Background: an optimization exercise with open tools, aiming at small area. Do not read the settings as production practice. Only simulation tests tie the RTL to the original design; equivalence was not proved. Power is estimated from default activity; no workload was simulated.

## flow/config.mk

```make
export PLATFORM = sky130hd
export DESIGN_NAME = Maze
export DESIGN_NICKNAME = Maze
export VERILOG_FILES = /design/flow/design.v
export SDC_FILE = /design/flow/constraint.sdc
export NUM_CORES = 4
export LEC_CHECK = 0
export CAP_MARGIN = 20
export CORE_MARGIN = 2
export CORE_UTILIZATION = 40
export PLACE_DENSITY = 0.6
export SLEW_MARGIN = 20
```

## flow/constraint.sdc

```tcl
create_clock -name core_clock -period 12.0 [get_ports {clk}]
set_input_delay 2.4000 -clock core_clock [delete_from_list [all_inputs] [get_ports {clk}]]
set_output_delay 2.4000 -clock core_clock [all_outputs]
set_load 0.01 [all_outputs]
```

## flow/design.v

```verilog
module swap_v_layout
#(
    parameter W = 6,
    parameter H = 6,
    parameter S = 1
)
(
    input   wire[(W*H*S - 1):0] src,
    output  wire[(W*H*S - 1):0] dst
);
genvar i;
generate
    for (i = 0; i < H; i = i + 1) 
    begin : loop
        assign dst[(W*S*(i + 1) - 1):(W*S*i)] = src[(W*S*(H - i) - 1):(W*S*(H - i - 1))];
    end
endgenerate
endmodule
module swap_h_layout
#(
    parameter W = 6,
    parameter H = 6,
    parameter S = 1
)
(
    input   wire[(W*H*S - 1):0] src,
    output  wire[(W*H*S - 1):0] dst
);
genvar i, j;
generate
    for (i = 0; i < H; i = i + 1)
    begin : row_loop
        localparam line = i * W * S;
        for (j = 0; j < W; j = j + 1)
        begin : block_loop
            assign dst[line + S * (j + 1) - 1 : line + (S * j)] = 
                   src[line + S * (W - j) - 1 : line + (S * (W - j - 1))];
        end
    end
endgenerate
endmodule
module rotate_l_layout
#(
    parameter W = 6,
    parameter H = 6,
    parameter S = 1
)
(
    input   wire[(W*H*S - 1):0] src,
    output  wire[(W*H*S - 1):0] dst
);
genvar i, j;
generate
    for (i = 0; i < H; i = i + 1)
    begin : row_loop
        for (j = 0; j < W; j = j + 1)
        begin : block_loop
            localparam ij = W - j - 1;
            assign dst[(ij * H + i + 1) * S - 1 : (ij * H + i) * S] = 
                   src[(i * W + j + 1) * S - 1 : (i * W + j) * S];
        end
    end
endgenerate
endmodule
module rotate_r_layout
#(
    parameter W = 6,
    parameter H = 6,
    parameter S = 1
)
(
    input   wire[(W*H*S - 1):0] src,
    output  wire[(W*H*S - 1):0] dst
);
genvar i, j;
generate
    for (i = 0; i < H; i = i + 1)
    begin : row_loop
        for (j = 0; j < W; j = j + 1)
        begin : block_loop
            localparam ii = H - i - 1;
            assign dst[(j * H + ii + 1) * S - 1 : (j * H + ii) * S] = 
                   src[(i * W + j + 1) * S - 1 : (i * W + j) * S];
        end
    end
endgenerate
endmodule
/*verilator lint_off UNOPTFLAT*/
module wall_layout
(
    input wire[3:0] x,
    input wire[3:0] y,
    input wire left,
    input wire top,
    input wire right,
    input wire bottom,
    output wire value
);
localparam EMPTY    = 4'b0000;
localparam SINGLE   = 4'b0001;
localparam ANGLED   = 4'b0011;
localparam STRAIGHT = 4'b0101;
localparam TRIPLE   = 4'b0111;
localparam FULL     = 4'b1111;
wire[5:0] sx;
wire[5:0] sy;
wire v_line;
wire h_line;
wire[35:0] core[15:0];
assign core[EMPTY] =   {6'b000000, 
                        6'b000000,
                        6'b000000,
                        6'b000000,
                        6'b000000,
                        6'b000000};
assign core[SINGLE] =  {6'b000000,
                        6'b001100,
                        6'b010010,
                        6'b010010,
                        6'b010010,
                        6'b010010};
swap_v_layout   T(.src(core[SINGLE]), .dst(core[4'b0100]));
rotate_l_layout R(.src(core[SINGLE]), .dst(core[4'b0010]));
rotate_r_layout L(.src(core[SINGLE]), .dst(core[4'b1000]));
assign core[ANGLED] =  {6'b000000, 
                        6'b000001,
                        6'b000110,
                        6'b001000,
                        6'b001000,
                        6'b010001};
swap_h_layout   LB(.src(core[ANGLED]), .dst(core[4'b1001]));
swap_v_layout   TR(.src(core[ANGLED]), .dst(core[4'b0110]));
swap_h_layout   LT(.src(core[4'b0110]), .dst(core[4'b1100]));
assign core[STRAIGHT]= {6'b010010,
                        6'b010010,
                        6'b010010,
                        6'b010010,
                        6'b010010,
                        6'b010010};
rotate_l_layout   LR(.src(core[STRAIGHT]), .dst(core[4'b1010]));
assign core[TRIPLE] =  {6'b010001,
                        6'b010000,
                        6'b010000,
                        6'b010000,
                        6'b010000,
                        6'b010001};
swap_h_layout     TRB(.src(core[TRIPLE]), .dst(core[4'b1101]));
rotate_l_layout   LTR(.src(core[TRIPLE]), .dst(core[4'b1110]));
rotate_r_layout   LRB(.src(core[TRIPLE]), .dst(core[4'b1011]));
assign core[FULL] =    {6'b100001, 
                        6'b000000,
                        6'b001100,
                        6'b001100,
                        6'b000000,
                        6'b100001};
assign sx = 10 - x;
assign sy = 10 - y; 
assign v_line = (top & (y < 5)) | (bottom & (y > 10));
assign h_line = (left & (x < 5)) | (right & (x > 10));
assign value =  ((x > 4) & (x < 11) & (y > 4) & (y < 11)) ? 
                core[{left, top, right, bottom}][(sy << 2) + (sy << 1) + sx] :
                ((h_line & ((y == 6) | (y == 9))) | (v_line & ((x == 6) | (x == 9))));
endmodule
module food_layout
(
    input wire[3:0] x,
    input wire[3:0] y,
    input wire[1:0] ftype,
    output wire[1:0] value
);
wire[31:0] pixels[3:0];
assign pixels[0] = {8'b00000000,
                    8'b00000000,
                    8'b00000000,
                    8'b00000000};
assign pixels[1] = {8'b00000000,
                    8'b00101000,
                    8'b00101000,
                    8'b00000000};
assign pixels[2] = {8'b00101000,
                    8'b10010110,
                    8'b10010110,
                    8'b00101000};
assign pixels[3] = {8'b10101010,
                    8'b10111110,
                    8'b10111110,
                    8'b10101010};
wire[4:0] index;
wire[1:0] sx;
assign sx = 4'd9 - x;
wire[1:0] sy;
assign sy = 4'd9 - y;
assign index = {sy, sx, 1'b0};
assign value = ((x > 5) & (x < 10) & (y > 5) & (y < 10)) ? {pixels[ftype][index + 1], pixels[ftype][index]} : 0;
endmodule
module delay
(
    input wire clk,
    input wire set,
    input wire rst,
    input wire[7:0] ms,
    output wire free
);
localparam low_counter_size = $clog2(100000 / 1000) - 1;
localparam[low_counter_size:0] ticks_per_ms = 100000 / 1000;
reg[7:0] counter;
reg[low_counter_size:0] low_counter;
assign free = (counter == 0); 
always @(posedge clk)
begin
    if(rst)
        {counter, low_counter} <= 0;
    else if(set)
        {counter, low_counter} <= {ms, ticks_per_ms};
    else if(low_counter > 0)
        low_counter <= low_counter - 1;
    else if(counter > 0)
        {counter, low_counter} <= {counter - 8'd1, ticks_per_ms};
end
endmodule
module random_byte
(
    input wire clk,
    input wire rst,
    input wire[7:0] seed,
    output reg[7:0] value
);
wire[7:0] stage1;
wire[7:0] stage2;
wire[7:0] stage3;
assign stage1 = value ^ (value << 5);
assign stage2 = stage1 ^ (stage1 >> 1);
assign stage3 = stage2 ^ (stage2 << 3);
always @(posedge clk)
begin
    if (rst) 
        value <= seed ? seed : 1;
    else
        value <= stage3;
end
endmodule
module food_generator
(
    input wire clk,
    input wire rst,
    input wire[7:0] rnd,
    input wire[3:0] player_x,
    input wire[3:0] player_y,
    output reg[299:0] food,
    output wire busy
);
localparam RARE_FOOD_PROBABILITY = 21;
reg[7:0] index;
reg[2:0] crux_index;
wire main_stage;
wire second_stage;
assign busy = (crux_index < 4);
assign main_stage = (index < 150);
assign second_stage = (~main_stage) & busy;
wire[3:0] crux_x;
assign crux_x = ((rnd[2:0] < 5) ? rnd[2:0] : (rnd[2:0] - 5)) + (crux_index[0] ? 5 : 0);  
wire[3:0] crux_y;
assign crux_y = ((rnd[2:0] < 7) ? rnd[2:0] : (rnd[2:0] - 7)) + (crux_index[1] ? 8 : 0);  
wire[7:0] crux_place;
assign crux_place = ({3'h0, crux_y} << 3) + ({3'h0, crux_y} << 1) + crux_x;
wire skip;  
assign skip = (crux_index[0] == (player_x > 4)) & (crux_index[1] == (player_y > 7));
wire rare;
assign rare = (rnd < RARE_FOOD_PROBABILITY);
always @(posedge clk)
begin
    if(rst)
        index <= 0;
    else if(main_stage)
        index <= index + 1;
end
always @(posedge clk)
begin
    if(rst)
        crux_index <= 0;
    else if(second_stage)
        crux_index <= crux_index + 1;
end
always @(posedge clk)
begin
    if(main_stage)
    begin
        food[{index, 1'b1}] <= rare;
        food[{index, 1'b0}] <= ~rare;
    end
    else if(second_stage & (~skip))
    begin
        food[{crux_place, 1'b1}] <= 1;
        food[{crux_place, 1'b0}] <= 1;
    end
end
endmodule
module maze_generator
(
    input wire clk,
    input wire rst,
    input wire[7:0] rnd,
    input wire[3:0] h_expansion,
    input wire[3:0] v_expansion,
    output reg[159:0] h_walls,
    output reg[164:0] v_walls,
    output wire busy
);
localparam H_INDEX_LIMIT = 160;
localparam V_INDEX_LIMIT = 165;
localparam VISITED_INDEX_LIMIT = 150;
localparam DIR_UP = 0;
localparam DIR_RIGHT = 1;
localparam DIR_DOWN = 2;
localparam DIR_LEFT = 3;
assign busy = filling_stage | walking_stage | expansion_stage;
reg visited[149:0];
reg[7:0] filling_h_index;
reg[7:0] filling_v_index;
reg[7:0] visited_index;
wire filling_stage;
assign filling_stage = (filling_v_index < V_INDEX_LIMIT);
wire walking_stage;
assign walking_stage = (~filling_stage) & (have_valid_direction | (stack_ptr > 0));
reg[3:0] x, y;
wire[7:0] position;
assign position = ({3'h0, y} << 3) + ({3'h0, y} << 1) + x;
wire[1:0] valid_directions[0:3];
assign valid_directions[DIR_UP]    = ((y > 0)  & ~visited[position - 10]);
assign valid_directions[DIR_RIGHT] = ((x < 9)  & ~visited[position + 1]);
assign valid_directions[DIR_DOWN]  = ((y < 14) & ~visited[position + 10]);
assign valid_directions[DIR_LEFT]  = ((x > 0)  & ~visited[position - 1]);
wire have_valid_direction;
assign have_valid_direction = valid_directions[0] | valid_directions[1] | valid_directions[2] | valid_directions[3];
reg[3:0] stack_x[149:0];
reg[3:0] stack_y[149:0];
reg[7:0] stack_ptr;
wire[1:0] direction;
assign direction = valid_directions[rnd[1:0]] ? rnd & 2'b11 : 
                   valid_directions[(rnd + 1) & 2'b11] ? (rnd + 1) & 2'b11 : 
                   valid_directions[(rnd + 2) & 2'b11] ? (rnd + 2) & 2'b11 : (rnd + 3) & 2'b11;
wire[1:0] dx[3:0];
assign dx[DIR_UP]    = 2'd1;
assign dx[DIR_RIGHT] = 2'd2;
assign dx[DIR_DOWN]  = 2'd1;
assign dx[DIR_LEFT]  = 2'd0;
wire[1:0] dy[3:0];
assign dy[DIR_UP]    = 2'd0;
assign dy[DIR_RIGHT] = 2'd1;
assign dy[DIR_DOWN]  = 2'd2;
assign dy[DIR_LEFT]  = 2'd1;
reg[3:0] expansion_h_index;
reg[3:0] expansion_v_index;
wire expansion_stage;
assign expansion_stage = (~filling_stage) & (~walking_stage) & (expansion_h_index < h_expansion) & (expansion_v_index < v_expansion);
wire[3:0] rnd_9;
assign rnd_9 = (rnd[3:0] < 9) ? rnd[3:0] : (rnd[3:0] - 9);
wire[3:0] rnd_10;
assign rnd_10 = (rnd[3:0] < 10) ? rnd[3:0] : (rnd[3:0] - 10);
wire[3:0] rnd_1_14;
assign rnd_1_14 = (rnd[3:0] < 14) ? (rnd[3:0] + 1) : (rnd[3:0] - 13);
wire[3:0] rnd_15;
assign rnd_15 = (rnd[3:0] < 15) ? rnd[3:0] : 0;
always @(posedge clk)
begin
    if(rst)
        filling_h_index <= 0;
    else if(filling_h_index < H_INDEX_LIMIT)
        filling_h_index <= filling_h_index + 1;
end
always @(posedge clk)
begin
    if(rst)
        filling_v_index <= 0;
    else if(filling_v_index < V_INDEX_LIMIT)
        filling_v_index <= filling_v_index + 1;
end
always @(posedge clk)
begin
    if(rst)
        visited_index <= 0;
    else if(visited_index < VISITED_INDEX_LIMIT)
        visited_index <= visited_index + 1;
end
always @(posedge clk)
begin
    if(filling_h_index < H_INDEX_LIMIT)  
        h_walls[filling_h_index] <= 1;
    else if(walking_stage & ~direction[0] & have_valid_direction)  
        h_walls[position + (direction == DIR_DOWN ? 10 : 0)] <= 0;
    else if(expansion_stage & (expansion_h_index < h_expansion))  
        h_walls[({4'h0, rnd_1_14} << 3) + ({4'h0, rnd_1_14} << 1) + rnd_10] <= 0;
end
always @(posedge clk)
begin
    if(filling_v_index < V_INDEX_LIMIT)  
        v_walls[filling_v_index] <= 1;
    else if(walking_stage & direction[0] & have_valid_direction)  
        v_walls[position + y + (direction == DIR_RIGHT)] <= 0;
    else if(expansion_stage & (expansion_v_index < v_expansion))  
        v_walls[({4'h0, rnd_15} << 3) + ({4'h0, rnd_15} << 1) + rnd_15 + rnd_9 + 1] <= 0;
end
always @(posedge clk)
begin
    if(visited_index < VISITED_INDEX_LIMIT)  
        visited[visited_index] <= 0;
    else if(walking_stage)
        visited[position] <= 1;
end
always @(posedge clk)
begin
    if(rst)
        stack_ptr <= 0;
    else if(walking_stage)
        stack_ptr <= have_valid_direction ? (stack_ptr + 1) : (stack_ptr - 1);
end
always @(posedge clk)
begin
    if(walking_stage & have_valid_direction)
    begin
        stack_x[stack_ptr] <= x;
        stack_y[stack_ptr] <= y;
    end
end
always @(posedge clk)
begin
    if(rst)
    begin
        x <= 0;
    end
    else if(walking_stage)
    begin
        if(have_valid_direction)
            x <= x + dx[direction] - 1;
        else
            x <= stack_x[stack_ptr - 1];
    end
end
always @(posedge clk)
begin
    if(rst)
    begin
        y <= 0;
    end
    else if(walking_stage)
    begin
        if(have_valid_direction)
            y <= y + dy[direction] - 1;
        else
            y <= stack_y[stack_ptr - 1];
    end
end
always @(posedge clk)
begin
    if(rst)
        expansion_h_index <= 0;
    else if(expansion_stage & (expansion_h_index < h_expansion))
        expansion_h_index <= expansion_h_index + 1;
end
always @(posedge clk)
begin
    if(rst)
        expansion_v_index <= 0;
    else if(expansion_stage & (expansion_v_index < v_expansion))
        expansion_v_index <= expansion_v_index + 1;
end
endmodule
module tft_spi
(
    input wire rst,
    input wire clk,
    input wire [7:0]data,
    input wire dc,
    input wire transmit,
    output reg tft_mosi,
    output reg tft_cs,
    output reg tft_dc,
    output wire tft_clk,
    output reg busy
);
reg [7:0] transmiting_byte;
reg [2:0] transmit_counter;
assign tft_clk = ~tft_cs;
always @(posedge clk)
begin
    if (rst)
    begin
        transmiting_byte <= 0;
        transmit_counter <= 0;
        tft_mosi <= 1;
        busy <= 0;
        tft_cs <= 1;
    end
    else
    begin
        if (~busy)
        begin
            tft_mosi <= 1;
            tft_cs <= 1;
        end
        if (transmit && ~busy)
        begin
            transmit_counter <= 7;
            transmiting_byte <= data;
            busy <= 1;
            tft_dc <= dc;
        end
        if (busy)
        begin
            tft_mosi <= transmiting_byte[transmit_counter];
            transmit_counter <= transmit_counter - 1;
            busy <= transmit_counter != 0;
            tft_cs <= 0;
        end
    end
end
endmodule
module tft_init
(
    input wire clk,
    input wire rst,
    input wire enable,
    input wire tft_busy,
    output reg tft_dc,
    output reg[7:0] tft_data,
    output reg tft_transmit,
    output wire busy
);
localparam DC_COUNT = 46;
localparam[1:0] COMM = 2'b00;
localparam[1:0] DATA = 2'b01;
localparam[1:0] WAIT = 2'b10;
wire[9:0] init_sequence[(DC_COUNT - 1):0];
assign init_sequence[0]  = {WAIT, 8'hff};
assign init_sequence[1]  = {COMM, 8'hc0};
assign init_sequence[2]  = {DATA, 8'h17};
assign init_sequence[3]  = {DATA, 8'h15};
assign init_sequence[4]  = {COMM, 8'hc1};
assign init_sequence[5]  = {DATA, 8'h41};
assign init_sequence[6]  = {COMM, 8'hc5};
assign init_sequence[7]  = {DATA, 8'h00};
assign init_sequence[8]  = {DATA, 8'h12};
assign init_sequence[9]  = {DATA, 8'h80};
assign init_sequence[10] = {COMM, 8'h36};
assign init_sequence[11] = {DATA, 8'h48};
assign init_sequence[12] = {COMM, 8'h3a};
assign init_sequence[13] = {DATA, 8'h66};
assign init_sequence[14] = {COMM, 8'hb0};
assign init_sequence[15] = {DATA, 8'h80};
assign init_sequence[16] = {COMM, 8'hb1};
assign init_sequence[17] = {DATA, 8'ha0};
assign init_sequence[18] = {COMM, 8'hb6};
assign init_sequence[19] = {DATA, 8'h02};
assign init_sequence[20] = {DATA, 8'h02};
assign init_sequence[21] = {COMM, 8'he9};
assign init_sequence[22] = {DATA, 8'h00};
assign init_sequence[23] = {COMM, 8'hf7};
assign init_sequence[24] = {DATA, 8'ha9};
assign init_sequence[25] = {DATA, 8'h51};
assign init_sequence[26] = {DATA, 8'h2c};
assign init_sequence[27] = {DATA, 8'h82};
assign init_sequence[28] = {COMM, 8'h11};
assign init_sequence[29] = {WAIT, 8'hff};
assign init_sequence[30] = {COMM, 8'h29};
assign init_sequence[31] = {COMM, 8'h00};
assign init_sequence[32] = {COMM, 8'h34};
assign init_sequence[33] = {WAIT, 8'hff};
assign init_sequence[34] = {COMM, 8'h2a};
assign init_sequence[35] = {DATA, 8'h00};
assign init_sequence[36] = {DATA, 8'h00};
assign init_sequence[37] = {DATA, 8'h01};
assign init_sequence[38] = {DATA, 8'h3f};
assign init_sequence[39] = {COMM, 8'h2b};
assign init_sequence[40] = {DATA, 8'h00};
assign init_sequence[41] = {DATA, 8'h00};
assign init_sequence[42] = {DATA, 8'h01};
assign init_sequence[43] = {DATA, 8'hdf};
assign init_sequence[44] = {COMM, 8'h2c};
assign init_sequence[45] = {WAIT, 8'h00};
reg[7:0] index;
reg set_wait_delay;
reg[7:0] wait_delay_value;
wire not_wait;
assign busy = (index < DC_COUNT) & enable;
delay wait_delay
(
    .clk(clk),
    .set(set_wait_delay),
    .rst(rst),
    .ms(wait_delay_value),
    .free(not_wait)
);
wire ready;
assign ready = busy & (~tft_busy) & (~tft_transmit) & not_wait & (~set_wait_delay);
wire wait_bit_is_up;
assign wait_bit_is_up = init_sequence[index][9];
always @(posedge clk)
begin
    if(rst)
        index <= 0;
    else if(ready)
        index <= index + 1;
end
always @(posedge clk)
begin
    if(rst)
        set_wait_delay <= 0;
    else
        set_wait_delay <= ready & wait_bit_is_up;
end
always @(posedge clk)
begin
    if(rst)
        tft_transmit <= 0;
    else
        tft_transmit <= ready & (~wait_bit_is_up);
end
always @(posedge clk)
begin
    if(ready)
    begin
        wait_delay_value <= init_sequence[index][7:0];
        tft_dc <= init_sequence[index][8];
        tft_data <= init_sequence[index][7:0];
    end
end
endmodule
module scene_exhibitor
(
    input wire clk,
    input wire rst,
    input wire tft_busy,
    input wire enable,
    input wire[159:0] h_walls,
    input wire[164:0] v_walls,
    input wire[299:0] food,
    output wire tft_dc,
    output reg[7:0] tft_data,
    output reg tft_transmit,
    output wire busy
);
localparam HALF_TILE_SIZE = 16;
localparam WIDTH = 320;
localparam HEIGHT = 480;
reg[8:0] x_index;
reg[8:0] y_index;
reg[1:0] color_index;
wire[8:0] x_shifted;
wire[8:0] y_shifted;
assign x_shifted = x_index + HALF_TILE_SIZE;
assign y_shifted = y_index + HALF_TILE_SIZE;
wire[11:0] gradient_index;
assign gradient_index = ({1'h0, x_index} << 1) + x_index + ({1'h0, y_index} << 1);  
wire[7:0] wall_color;
assign wall_color = color_index == 0 ? 8'h78 - gradient_index[11:4] : 
                        color_index == 1 ? gradient_index[11:4] : 8'ha5;
assign tft_dc = 1;
assign busy = (y_index < HEIGHT) & enable;
wire[7:0] food_colors[11:0];  
assign food_colors[{2'd0, 2'd0}] = 8'h00;
assign food_colors[{2'd1, 2'd0}] = 8'h00;
assign food_colors[{2'd2, 2'd0}] = 8'h00;
assign food_colors[{2'd0, 2'd1}] = 8'hff;
assign food_colors[{2'd1, 2'd1}] = 8'ha5;
assign food_colors[{2'd2, 2'd1}] = 8'h00;
assign food_colors[{2'd0, 2'd2}] = 8'hff;
assign food_colors[{2'd1, 2'd2}] = 8'hc0;
assign food_colors[{2'd2, 2'd2}] = 8'hcb;
assign food_colors[{2'd0, 2'd3}] = 8'hff;
assign food_colors[{2'd1, 2'd3}] = 8'h00;
assign food_colors[{2'd2, 2'd3}] = 8'h00;
wire[7:0] line;
assign line = ({3'h0, y_index[8:5]} << 3) + ({3'h0, y_index[8:5]} << 1);
wire[7:0] line_shifted;
assign line_shifted = ({3'h0, y_shifted[8:5]} << 3) + ({3'h0, y_shifted[8:5]} << 1);
wire wall_value;
wall_layout w_layout
(
    .x(x_shifted[4:1]),  
    .y(y_shifted[4:1]),  
    .left(x_shifted[8:5] == 0 ? 0 : h_walls[line_shifted + x_shifted[8:5] - 1]),
    .top(y_shifted[8:5] == 0 ? 0 : v_walls[line_shifted + y_shifted[8:5] + x_shifted[8:5] - 11]),
    .right(x_shifted[8:5] == 10 ? 0 : h_walls[line_shifted + x_shifted[8:5]]),
    .bottom(y_shifted[8:5] == 15 ? 0 : v_walls[line_shifted + y_shifted[8:5] + x_shifted[8:5]]),
    .value(wall_value)
);
wire[1:0] food_value;
food_layout f_layout
(
    .x(x_index[4:1]),  
    .y(y_index[4:1]),  
    .ftype({food[{line + x_index[8:5], 1'b1}], food[{line + x_index[8:5], 1'b0}]}),
    .value(food_value)
);
wire exceeded_x_index;
assign exceeded_x_index = (x_index == WIDTH);
wire ready;
assign ready = busy & (~tft_busy) & (~tft_transmit) & (~exceeded_x_index);
always @(posedge clk)
begin
    if(rst)
        color_index <= 0;
    else if(ready)
        color_index <= color_index == 2 ? 0 : color_index + 1;
end
always @(posedge clk)
begin
    if(rst)
        x_index <= 0;
    else if(exceeded_x_index)
        x_index <= 0;
    else if(ready)
        x_index <= x_index + (color_index == 2 ? 1 : 0);
end
always @(posedge clk)
begin
    if(rst)
        y_index <= 0;
    else
        y_index <= y_index + exceeded_x_index;
end
always @(posedge clk)
begin
    if(rst)
        tft_transmit <= 0;
    else
        tft_transmit <= ready;
end
always @(posedge clk)
begin
    if(food_value)
        tft_data <= food_colors[{color_index, food_value}];
    else if(wall_value)
        tft_data <= wall_color;
    else
        tft_data <= 0;  
end
endmodule
module rotator
#(
    parameter size = 22
)
(
    input wire[$clog2(size)-1:0] x,
    input wire[$clog2(size)-1:0] y,
    input wire[1:0] direction,
    output wire[$clog2(size * size) - 1:0] index
);
assign index = direction == 0 ? (size - y - 1) * size + (size - x - 1) :
               direction == 1 ? x * size + (size - y - 1) :
               direction == 2 ? y * size + x :
               direction == 3 ? (size - x - 1) * size + y : 0;
endmodule
module player
#(
    parameter size = 22
)
(
    input wire rst,
    input wire clk,
    input wire enable,
    input wire tft_busy,
    output reg tft_dc,
    output reg[7:0] tft_data,
    output reg tft_transmit,
    output reg busy,
    input wire[8:0] x,
    input wire[8:0] y,
    input wire draw,
    input wire[2:0] direction
);
wire[7:0] player_color[2:0];
wire[483:0] sprite[2:0];
reg[$clog2(size) - 1 : 0] pixel_counter_x, pixel_counter_y;
reg[3:0] selection_counter;
reg[7:0] sub_pixel_counter;
reg[8:0] x_min, y_min, x_max, y_max;
reg[8:0] x_new, y_new;
reg drawing_background;
assign player_color[0] = 8'hff;
assign player_color[1] = 8'hff;
assign player_color[2] = 8'h00;
assign sprite[0] = {
22'b0000000111111110000000,
22'b0000011111111111100000,
22'b0000111111111111110000,
22'b0001111111111111111000,
22'b0011111111111111111100,
22'b0111111111111101111110,
22'b0111111111111111111110,
22'b1111111111111111111111,
22'b1111111111111111111111,
22'b1111111111111111111111,
22'b1111111111111111111111,
22'b1111111111111111111111,
22'b1111111111111111111111,
22'b1111111111111111111111,
22'b1111111111111111111111,
22'b0111111111111111111110,
22'b0111111111111111111110,
22'b0011111111111111111100,
22'b0001111111111111111000,
22'b0000111111111111110000,
22'b0000011111111111100000,
22'b0000000111111110000000
};
assign sprite[1] = {
22'b0000000000000000000000,
22'b0000010000000000100000,
22'b0000111000000001110000,
22'b0001111000000001111000,
22'b0011111100000011111100,
22'b0111111100000011111110,
22'b0111111110000111111110,
22'b1111111110000111011111,
22'b1111111111001111111111,
22'b1111111111001111111111,
22'b1111111111111111111111,
22'b1111111111111111111111,
22'b1111111111111111111111,
22'b1111111111111111111111,
22'b1111111111111111111111,
22'b0111111111111111111110,
22'b0111111111111111111110,
22'b0011111111111111111100,
22'b0001111111111111111000,
22'b0000111111111111110000,
22'b0000011111111111100000,
22'b0000000111111110000000
};
assign sprite[2] = {
22'b0000000000000000000000,
22'b0000000000000000000000,
22'b0000000000000000000000,
22'b0000000000000000000000,
22'b0011000000000000001100,
22'b0111100000000000011110,
22'b0111110000000000111110,
22'b1111111000000001111111,
22'b1111111100000011111111,
22'b1111111110000111111111,
22'b1111111111001111110111,
22'b1111111111111111111111,
22'b1111111111111111111111,
22'b1111111111111111111111,
22'b1111111111111111111111,
22'b0111111111111111111110,
22'b0111111111111111111110,
22'b0011111111111111111100,
22'b0001111111111111111000,
22'b0000111111111111110000,
22'b0000011111111111100000,
22'b0000000111111110000000
};
reg [11:0]animation_step;
wire [$clog2(size * size) - 1:0] pixel_index;
rotator #(.size(size)) rotator
(
    .x(pixel_counter_x),
    .y(pixel_counter_y),
    .direction(direction + 1),
    .index(pixel_index)
);
always @(posedge clk)
begin
    if (~rst & enable)
    begin
        if (!busy)
        begin
            if (x_new == x && y_new == y)
            begin
                x_min <= x_new;
                x_max <= x_new + size - 1;
                y_min <= y_new;
                y_max <= y_new + size - 1;
            end
            else if (x_new == x)
            begin
                x_min <= x_new;
                x_max <= x_new + size - 1;
                if (y_new < y)
                begin
                    y_min <= y_new;
                    y_max <= y - 1;
                end
                else
                begin
                    y_min <= size + y + 1;
                    y_max <= size + y_new - 1;
                end
            end
            else if (y_new == y)
            begin
                y_min <= y_new;
                y_max <= y_new + size - 1;
                if (x_new < x)
                begin
                    x_min <= x_new;
                    x_max <= x - 1;
                end
                else
                begin
                    x_min <= size + x + 1;
                    x_max <= size + x_new - 1;
                end
            end
            else
            begin
                x_min <= x_new;
                x_max <= x_new + size - 1;
                y_min <= y_new;
                y_max <= y_new + size - 1;
            end
        end
        else if (~tft_busy & ~tft_transmit)
        begin
            if (selection_counter == 12 & pixel_counter_x == 0 & pixel_counter_y == size)
            begin
                if (drawing_background)
                begin
                    x_min <= x_new;
                    y_min <= y_new;
                    x_max <= x_new + size - 1;
                    y_max <= y_new + size - 1;
                end
            end
        end
    end
end
always @(posedge clk)
begin
    if (~rst & enable & busy & ~tft_busy & ~tft_transmit)
    begin
        if (selection_counter > 0 & selection_counter < 12)
        begin
            case(selection_counter)
                1:  {tft_transmit, tft_dc, tft_data} <= {1'b1, 1'b0, 8'h2a};
                2:  {tft_transmit, tft_dc, tft_data} <= {1'b1, 1'b1, 7'b0, x_min[8:8]};
                3:  {tft_transmit, tft_dc, tft_data} <= {1'b1, 1'b1,       x_min[7:0]};
                4:  {tft_transmit, tft_dc, tft_data} <= {1'b1, 1'b1, 7'b0, x_max[8:8]};
                5:  {tft_transmit, tft_dc, tft_data} <= {1'b1, 1'b1,       x_max[7:0]};
                6:  {tft_transmit, tft_dc, tft_data} <= {1'b1, 1'b0, 8'h2b};
                7:  {tft_transmit, tft_dc, tft_data} <= {1'b1, 1'b1, 7'b0, y_min[8:8]};
                8:  {tft_transmit, tft_dc, tft_data} <= {1'b1, 1'b1,       y_min[ 7:0]};
                9:  {tft_transmit, tft_dc, tft_data} <= {1'b1, 1'b1, 7'b0, y_max[8:8]};
                10: {tft_transmit, tft_dc, tft_data} <= {1'b1, 1'b1,       y_max[ 7:0]};
                11: {tft_transmit, tft_dc, tft_data} <= {1'b1, 1'b0, 8'h2c};
            endcase
        end
        else if (selection_counter == 12 & pixel_counter_x != size & pixel_counter_y != size)
        begin
            if (drawing_background)
            begin
                {tft_transmit, tft_dc, tft_data} <= {1'b1, 1'b1, 8'h00};
            end
            else
            begin
                {tft_transmit, tft_dc, tft_data} <= {1'b1, 1'b1, sprite[animation_step[11:10] < 3 ? animation_step[11:10] : 1][pixel_index] ? player_color[sub_pixel_counter] : 8'h00};
            end
        end
    end
    else
    begin
        tft_transmit <= 0;
    end
end
always @(posedge clk)
begin
    if (rst)
    begin
        drawing_background <= 0;
        animation_step <= 0;
    end
    else if (enable)
    begin
        if (!busy)
        begin
            animation_step <= animation_step + 1;
            if (x_new == x && y_new == y)
            begin
                drawing_background <= 0;
            end
            else
            begin
                drawing_background <= 1;
            end
        end
        else if (~tft_busy & ~tft_transmit)
        begin
            if (selection_counter == 12 & pixel_counter_x == 0 & pixel_counter_y == size)
            begin
                if (drawing_background)
                begin
                    drawing_background <= 0;
                end
                else
                begin
                    drawing_background <= 1;
                end
            end
        end
    end
end
always @(posedge clk)
begin
    if (rst)
    begin
        pixel_counter_x <= 0;
        pixel_counter_y <= 0;
        sub_pixel_counter <= 0;
    end
    else if (enable)
    begin
        if (!busy)
        begin
            pixel_counter_x <= 0;
            pixel_counter_y <= 0;
        end
        else if (~tft_busy & ~tft_transmit)
        begin
            if (selection_counter == 12 & pixel_counter_x != size & pixel_counter_y != size)
            begin
                sub_pixel_counter <= sub_pixel_counter == 2 ? 0 : sub_pixel_counter + 1;
                pixel_counter_x <= sub_pixel_counter == 2 ? (pixel_counter_x == size - 1 ? 0 : pixel_counter_x + 1) : pixel_counter_x;
                pixel_counter_y <= sub_pixel_counter == 2 ? (pixel_counter_x == size - 1 ? pixel_counter_y + 1 : pixel_counter_y) : pixel_counter_y;
            end
            else if (pixel_counter_x == 0 & pixel_counter_y == size)
            begin
                if (drawing_background)
                begin
                    pixel_counter_x <= 0;
                    pixel_counter_y <= 0;
                end
            end
        end
    end
end
always @(posedge clk)
begin
    if (rst)
    begin
        busy <= 0;
    end
    else if (enable)
    begin
        if (!busy)
        begin
            busy <= 1;
        end
        else if (~tft_busy & ~tft_transmit)
        begin
            if (selection_counter == 12 & pixel_counter_x == 0 & pixel_counter_y == size & ~drawing_background)
            begin
                busy <= 0;
            end
        end
    end
end
always @(posedge clk)
begin
    if (rst)
    begin
        x_new <= 5;
        y_new <= 5;
    end
    else if (enable)
    begin
        if (!busy)
        begin
            x_new <= x;
            y_new <= y;
        end
    end
end
always @(posedge clk)
begin
    if (rst)
    begin
        selection_counter <= 0;
    end
    else if (enable)
    begin
        if (!busy)
        begin
            selection_counter <= 1;
        end
        else if (~tft_busy & ~tft_transmit)
        begin
            if (selection_counter > 0 & selection_counter < 12)
            begin
                selection_counter <= selection_counter + 1;
            end
            else if (pixel_counter_x == 0 & pixel_counter_y == size)
            begin
                if (drawing_background)
                begin
                    selection_counter <= 1;
                end
            end
        end
    end
end
endmodule
module segment_display
(
    input wire[31:0] number,
    output wire[6:0] disp
);
assign disp =
        number ==  0 ? 7'b1000000 :
        number ==  1 ? 7'b1111001 :
        number ==  2 ? 7'b0100100 :
        number ==  3 ? 7'b0110000 :
        number ==  4 ? 7'b0011001 :
        number ==  5 ? 7'b0010010 :
        number ==  6 ? 7'b0000010 :
        number ==  7 ? 7'b1111000 :
        number ==  8 ? 7'b0000000 :
        number ==  9 ? 7'b0010000 :
        number == 10 ? 7'b0001000 :
        number == 11 ? 7'b0000011 :
        number == 12 ? 7'b1000110 :
        number == 13 ? 7'b0100001 :
        number == 14 ? 7'b0000110 :
        number == 15 ? 7'b0001110 : 7'b1000000;
endmodule
module Maze
(
    input clk,                       
    input true_rst,                  
    input wire button_1,             
    input wire button_2,             
    input wire button_3,             
    input wire button_4,             
    input wire[7:0] seed,
    output wire tft_clk,             
    output wire tft_mosi,            
    output wire tft_dc,              
    output wire tft_rst,             
    output wire tft_cs,              
    output wire[6:0] hex_disp_1,     
    output wire[6:0] hex_disp_2,     
    output wire[6:0] hex_disp_3,     
    output wire[6:0] hex_disp_4      
);
localparam FOOD_0_COST = 1;
localparam FOOD_1_COST = 4;
localparam FOOD_2_COST = 16;
localparam FOOD_3_COST = 64;
wire[7:0] init_data_out, player_data_out, scene_data_out, spi_data_in;
wire init_dc_out, player_dc_out, scene_dc_out, spi_dc_in;
wire init_transmit_out, player_transmit_out, scene_transmit_out, spi_transmit_in;
wire init_busy, player_busy, scene_busy;
wire[1:0] direction_wire;
reg[$clog2(2)-1:0] player_counter;
reg init_enable, player_enable, scene_enable;
reg[149:0] visited_cells;
reg[$clog2(100000)-1:0] sub_seconds_counter;
reg[15:0] seconds_counter;
reg[15:0] score;
reg[15:0] final_score;
reg soft_rst;
reg[7:0] random_seed;
wire spi_clk;
wire spi_mosi;
wire spi_dc;
wire spi_cs;
wire spi_busy;
wire rst;
wire first_cell_step;
wire direction_1_free, direction_2_free, direction_3_free, direction_4_free;
assign first_cell_step = setting_direction & (player_pos_x[4:0] == 0) & (player_pos_y[4:0] == 0);
assign spi_cs = 0;
assign tft_rst = ~rst;
assign tft_clk = spi_clk;
assign tft_mosi = spi_mosi;
assign tft_dc = spi_dc;
assign tft_cs = spi_cs;
assign rst = ~(true_rst & soft_rst);
assign direction_1_free = v_walls[player_pos_y[8:5] * 11 + player_pos_x[8:5] + 1] == 0;
assign direction_2_free = h_walls[player_pos_y[8:5] * 10 + player_pos_x[8:5] + 10] == 0;
assign direction_3_free = v_walls[player_pos_y[8:5] * 11 + player_pos_x[8:5]] == 0;
assign direction_4_free = h_walls[player_pos_y[8:5] * 10 + player_pos_x[8:5]] == 0;
assign direction_wire = button_1_reg & direction_1_free ? 0 : 
                        button_2_reg & direction_2_free ? 1 :
                        button_3_reg & direction_3_free ? 2 :
                        button_4_reg & direction_4_free ? 3 : direction;
tft_spi spi_transmitter
(
    .rst(rst),
    .clk(clk),
    .data(spi_data_in),
    .dc(spi_dc_in),
    .transmit(spi_transmit_in),
    .tft_mosi(spi_mosi),
    .tft_dc(spi_dc),
    .tft_clk(spi_clk),
    .busy(spi_busy)
);
tft_init tft_initializer
(
    .clk(clk),
    .rst(rst),
    .tft_busy(spi_busy),
    .tft_dc(init_dc_out),
    .tft_data(init_data_out),
    .tft_transmit(init_transmit_out),
    .busy(init_busy),
    .enable(init_enable)
);
wire[7:0] rnd_value;
random_byte rnd
(
    .clk(clk),
    .rst(rst),
    .seed(random_seed),
    .value(rnd_value)
);
wire[299:0] food;
wire food_gen_busy;
food_generator food_gen
(
    .clk(clk),
    .rst(rst),
    .rnd(rnd_value),
    .player_x(player_pos_x[8:5]),
    .player_y(player_pos_y[8:5]),
    .food(food),
    .busy(food_gen_busy)
);
wire[159:0] h_walls;
wire[164:0] v_walls;
wire maze_gen_busy;
maze_generator maze_gen
(
    .clk(clk),
    .rst(rst),
    .rnd(rnd_value),
    .h_expansion(15),
    .v_expansion(15),
    .h_walls(h_walls),
    .v_walls(v_walls),
    .busy(maze_gen_busy)
);
scene_exhibitor scene
(
    .clk(clk),
    .rst(rst),
    .tft_busy(spi_busy),
    .busy(scene_busy),
    .tft_dc(scene_dc_out),
    .tft_data(scene_data_out),
    .tft_transmit(scene_transmit_out),
    .enable(scene_enable),
    .h_walls(h_walls),
    .v_walls(v_walls),
    .food(food)
);
reg[8:0] player_pos_x, player_pos_y;
reg[1:0] direction;
reg button_1_reg, button_2_reg, button_3_reg, button_4_reg;
reg setting_direction;
reg path_free;
player player
(
    .clk(clk),
    .rst(rst),
    .tft_busy(spi_busy),
    .busy(player_busy),
    .tft_dc(player_dc_out),
    .tft_data(player_data_out),
    .tft_transmit(player_transmit_out),
    .enable(player_enable),
    .x(player_pos_x[8:0] + 5),
    .y(player_pos_y[8:0] + 5),
    .direction(direction)
);
segment_display display_1
(
    .number(final_score[3:0]),
    .disp(hex_disp_1)
);
segment_display display_2
(
    .number(final_score[7:4]),
    .disp(hex_disp_2)
);
segment_display display_3
(
    .number(final_score[11:8]),
    .disp(hex_disp_3)
);
segment_display display_4
(
    .number(final_score[15:12]),
    .disp(hex_disp_4)
);
assign spi_data_in = 
    init_enable ? init_data_out :
    scene_enable ? scene_data_out :
    player_enable ? player_data_out : 
    0;
assign spi_dc_in = 
    init_enable ? init_dc_out :
    scene_enable ? scene_dc_out :
    player_enable ? player_dc_out : 
    0;
assign spi_transmit_in = 
    init_enable ? init_transmit_out :
    scene_enable ? scene_transmit_out :
    player_enable ? player_transmit_out :
    0;
always @(posedge clk)
begin
    button_1_reg <= ~button_1;
    button_2_reg <= ~button_2;
    button_3_reg <= ~button_3;
    button_4_reg <= ~button_4;
end
always @(posedge clk)
begin
    if (rst)
    begin
        soft_rst <= 1;
    end
    else if (visited_cells == {150 {1'b1}})
    begin
        soft_rst <= 0;
    end
end
always @(posedge clk)
begin
    if (rst)
    begin
        final_score <= 0;
    end
    else
    begin
        final_score <= seconds_counter > score ? 0 : score - seconds_counter;
    end
end
always @(posedge clk)
begin
    if (rst)
    begin
        init_enable <= 0;
        scene_enable <= 0;
        player_enable <= 0;
    end
    else
    begin
        if (~food_gen_busy & ~maze_gen_busy & ~init_enable & ~scene_enable & ~player_enable) 
        begin
            init_enable <= 1;
        end
        if (init_enable & ~init_busy)
        begin
            init_enable <= 0;
            scene_enable <= 1;
        end
        if (scene_enable & ~scene_busy)
        begin
            scene_enable <= 0;
            player_enable <= 1;
        end
    end
end
always @(posedge clk)
begin
    if (rst)
    begin
        setting_direction <= 1;
    end
    else
    begin
        if (player_enable & ~player_busy)
        begin
            if (first_cell_step)
            begin
                setting_direction <= 0;
            end
            else if (player_counter == 0)
            begin
                setting_direction <= 1;
            end
        end
    end
end
always @(posedge clk)
begin
    if (rst)
    begin
        direction <= 2;
    end
    else if (first_cell_step)
    begin
        direction <= direction_wire;
    end
end
always @(posedge clk)
begin
    if (rst)
    begin
        path_free <= 0;
    end
    else if (first_cell_step) 
    begin
        path_free <= ((direction_wire == 0) & (direction_1_free)) |
                     ((direction_wire == 1) & (direction_2_free)) |
                     ((direction_wire == 2) & (direction_3_free)) |
                     ((direction_wire == 3) & (direction_4_free));
    end
end
always @(posedge clk)
begin
    if (rst)
    begin
        visited_cells <= 0;
        score <= 150;
    end
    else
    begin
        if (player_enable & ~player_busy)
        begin              
            if (first_cell_step & visited_cells[player_pos_x[8:5] * 15 + player_pos_y[8:5]] == 0)
            begin
                case ({food[((player_pos_x[8:5] + player_pos_y[8:5] * 10) << 1) + 1], food[(player_pos_x[8:5] + player_pos_y[8:5] * 10) << 1]})
                    0: score <= score + FOOD_0_COST;
                    1: score <= score + FOOD_1_COST;
                    2: score <= score + FOOD_2_COST;
                    3: score <= score + FOOD_3_COST;
                endcase
                visited_cells[player_pos_x[8:5] * 15 + player_pos_y[8:5]] <= 1;
            end
        end
    end
end
always @(posedge clk)
begin
    if (rst)
    begin
        player_pos_x <= 0;
        player_pos_y <= 0;
        player_counter <= 0;
    end
    else
    begin
        if (player_enable & ~player_busy)
        begin
            if (~first_cell_step)
            begin
                player_counter <= player_counter == 0 ? 2 - 1 : player_counter - 1;
                if (player_counter == 0)
                begin
                    if (path_free)
                    begin
                        case (direction)
                            0: player_pos_x <= player_pos_x[8:5] < 9 ? player_pos_x + 1 : player_pos_x;
                            1: player_pos_y <= player_pos_y[8:5] < 14 ? player_pos_y + 1 : player_pos_y;
                            2: player_pos_x <= player_pos_x > 0 ? player_pos_x - 1 : player_pos_x;
                            3: player_pos_y <= player_pos_y > 0 ? player_pos_y - 1 : player_pos_y;
                        endcase
                    end
                end
            end
        end
    end
end
always @(posedge clk)
begin
    if (rst)
    begin
        sub_seconds_counter <= 100000 - 1;
        seconds_counter <= 0;
    end
    begin
        if (player_enable)
        begin
            sub_seconds_counter <= sub_seconds_counter == 0 ? 100000 - 1 : sub_seconds_counter - 1;
            seconds_counter <= sub_seconds_counter == 0 ? seconds_counter + 1 : seconds_counter;
        end
    end
end
always @(posedge clk)
begin
    if (~true_rst)
    begin
        random_seed <= seed;
    end
    else if (rst)
    begin
        random_seed <= random_seed + 1;
    end
end
endmodule
```

## flow/run.sh

```bash
#!/bin/bash
# synth_recipe.tcl (not shown) runs the flow's synth.tcl, then flattens the netlist and writes it again
# the make line also repeats each setting of config.mk as NAME=value (left out here)
make -C /OpenROAD-flow-scripts/flow DESIGN_CONFIG=/design/flow/config.mk WORK_HOME=/design/flow/orfs CLKGATE_MAP_FILE= SYNTH_SCRIPT=/design/flow/synth_recipe.tcl finish
```

==> summary.txt <==
## logic make-up after synthesis
kind of cell / after synthesis / synth area share
AOI/OAI and AO/OA: 2903 / 0.126
xor gates and xnor gates: 462 / 0.0283
adders and majority gates: 448 / 0.0418
buffers and inverters: 1166 / 0.0309
DFF: 2474 / 0.484
muxes: 1348 / 0.189
other: 2 / 0.0000517
and+or+nand+nor: 3243 / 0.100
## tightest hold or removal path: cells and delay by family, from the launching register on
| kind | cells | cell delay (ns) |
|---|---|---|
| flip-flops | 1 | 0.32 |
| AND/OR/NAND/NOR | 1 | 0.06 |
| AO/OA/AOI/OAI | 1 | 0.05 |
## stage by stage
stage	hold WS, ns	instance area [um^2]	worst slack (ns)
finish	0.478	160000	1.45
global route	0.509	160000	0.956
CTS	0.479	160000	1.60
detailed placement	0.469	151000	1.65
global placement	0.464	151000	1.67
floorplan	0.453	145000	0.343
## layout by cell type, fill, tap and decap left out, types with 91 or more instances in the layout
cell / Yosys / layout
xor2_1: 170 / 162
o22ai_1: 111 / 111
nand3_1: 227 / 226
mux2i_1: 173 / 173
o221ai_1: 216 / 216
dfxtp_1: 403 / 392
nor3_1: 175 / 172
xnor2_1: 288 / 279
a211oi_1: 127 / 125
mux4_2: 1105 / 1105
a21oi_1: 971 / 970
buf_4: 3 / 212
nand2_1: 730 / 725
clkbuf_16: 0 / 295
ha_1: 384 / 368
nor2_1: 1448 / 1433
edfxtp_1: 2071 / 2071
o21ai_0: 680 / 677
nor2b_1: 93 / 91
inv_1: 339 / 337
a221oi_1: 279 / 279
## final cells by class
class / count / area (um^2) / area share
multi-input cells: 8407 / 71000 / 0.443
flip-flops and latches: 2474 / 70300 / 0.439
clock buffers: 367 / 7790 / 0.0486
well taps: 4794 / 6000 / 0.0374
repair buffers: 272 / 2320 / 0.0145
clock inverters: 143 / 1540 / 0.00961
inverters: 348 / 1310 / 0.00817
diodes: 1 / 2.50 / 0.0000156
## worst paths after layout
| kind | endpoint | slack [ns] | cells past startpoint | from |
|---|---|---|---|---|
| setup / recovery | maze_gen.h_walls[106] | 1.45 | 33 | maze_gen.y[1] |
| hold / removal | player.animation_step[1] | 0.48 | 2 | player.animation_step[1] |
| setup reg to reg | maze_gen.h_walls[106] | 1.45 | 33 | maze_gen.y[1] |
| hold reg to reg | player.animation_step[1] | 0.48 | 2 | player.animation_step[1] |
## layer usage
layer	vias up	GRT usage
met3	1116	0.0460
met5	-	0
li1	46600	-
met1	55100	0.334
met2	6279	0.402
met4	4	0.103
## power breakdown
| group | internal (mW) | switching [mW] |
|---|---|---|
| clock | 5.13 | 3.69 |
| sequential | 9.61 | 0.519 |
| combinational | 2.46 | 7.40 |
| total | 17.2 | 11.6 |
==> summary.txt <==
status=finished clean; FILL cells=32600; CTS-repair resized insts=0; Critical Path RT=12.63 ns; CP bufs+invs=2; uppermost routed layer=met5; PortBufs=45; Critical Path Fanout Max=60; Post-CTS Hold Buffers=0; Max Cap Viol=0; Final Power=between 20 and 30 mW; Synth cell types=around 100; final wirelength=474000 um; core box area=0.362 mm^2; post-synthesis sequential area ratio=0.484; Worst setup EP type=register; unrepaired setup endpoints after global routing=false; most frequent cell after synthesis=edfxtp_1; Total GRT Usage=0.251; Clk pin slew, worst setup/hold paths=0.06 ns; top_reg_cell synth=edfxtp_1; Final Hold Viols=0; RD Place Congestion=0.975; vias in the first global route=106000; first-pass GRT wire length=~700000 um; antenna viol nets, final=0; cell taking the most area after synthesis=edfxtp_1; top post-synthesis cells by area=edfxtp_1, mux4_2, dfxtp_1; drc violations=0; Placed Cells incl. Taps=16300; H-tree depth=5; Period Utilization, post-route=0.880; dpl hpwl=about 320000 um; CP arrival=between 10 and 15 ns; minimum clock period=10.55 ns; top cell family by delay on the critical path=simple AND/OR/NAND/NOR gates; met3 wire len=45300 um; Final #Nets=about 12000; initial drt markers=13900; clock latency on the worst-skew pair=0.93 ns; syn_area_per_cell=12.1 um^2; Die W=607 um; largest net degree at the start of global routing=199; crit path kind=reg2reg; Finished Core Util=0.443; Setup-failing EPs final=0; Num CTS Buffers=287; clock buffer depth=4; row count=221; # clock sinks=2474; post-synth top area share=0.428; number of synthesized flops with an enable pin=2071; layout cells sized above 1=0.163; Slew headroom=0.173; Critical Path Source Type=register; Pwr Density=180 mW/mm^2; Slowest Stage Delay on Critical Path=0.80 ns; Synth warnings=25; Netlist Area Pre-Place=0.145 mm^2; initial antenna violation count=5; Initial Util=0.401; IO Count=47; routed wl met2=221000 um; Worst Tran Pin Value=1.24 ns; Regs by FF count=maze_gen.stack_x (600), maze_gen.stack_y (600), food_gen.food (300); top post-synthesis cells by count=edfxtp_1, nor2_1, mux4_2, a21oi_1, nand2_1; peak supply drop=0.425 mV; Pleak=48.7 nW; asr flop ratio synth=0; WL/cell=28.2 um; Synth Instances=12000; skew final=between 0.06 and 0.07 ns; Post-CTS Setup Bufs=0; metal1 wirelength=185000 um; routed vias/inst=between 6 and 7; DRT Pass-1 Iters=7; most used cell, CP=ha_1; Max Clk Rate=0.0947 GHz; Die ar.=0.368 mm^2; final cell count without fillers=16800; Worst Hold Class=reg2reg; fin. max-slew vios=0; GRT overflow=0; setup TNS=0 ns; Vert. Die Dim=607 um; number of synthesized register bits=approximately 2500; area grow syn2layout=10.4%; CTS tree=built; routed vias=109000; clk root buf=clkbuf_16; slowest cell on the critical path=dfxtp_4

## afterwards: timing with drivers on the ports
How much do the figures lean on ideal ports? The routed layout below was timed once more, with nothing changed but the port constraints.
Step 1 (the two cells are an assumption about what drives the block):
set clk [get_ports {clk}]
set_driving_cell -lib_cell sky130_fd_sc_hd__clkbuf_16 $clk
set_driving_cell -lib_cell sky130_fd_sc_hd__buf_2 [delete_from_list [all_inputs] $clk]
Step 2 moves the port delays by t, midway between the first and last clock arrival at a register: inputs arrive t later, outputs are due t later. That takes back most of the time a late clock gives input paths.
Three values: ideal ports, drivers, drivers and shift; two values: the first two.
t (ns): 0.992
setup slack, ns: 1.445 / 1.445 / 1.445
worst setup path after step 2: register to register
worst slew at a driven data input, ns: 0.12
pins driven straight from the clock port: 1
After both steps setup and hold are still met in this run. The setup slack of this run moves by 0.000 ns with the drivers and by 0.000 ns with both steps.
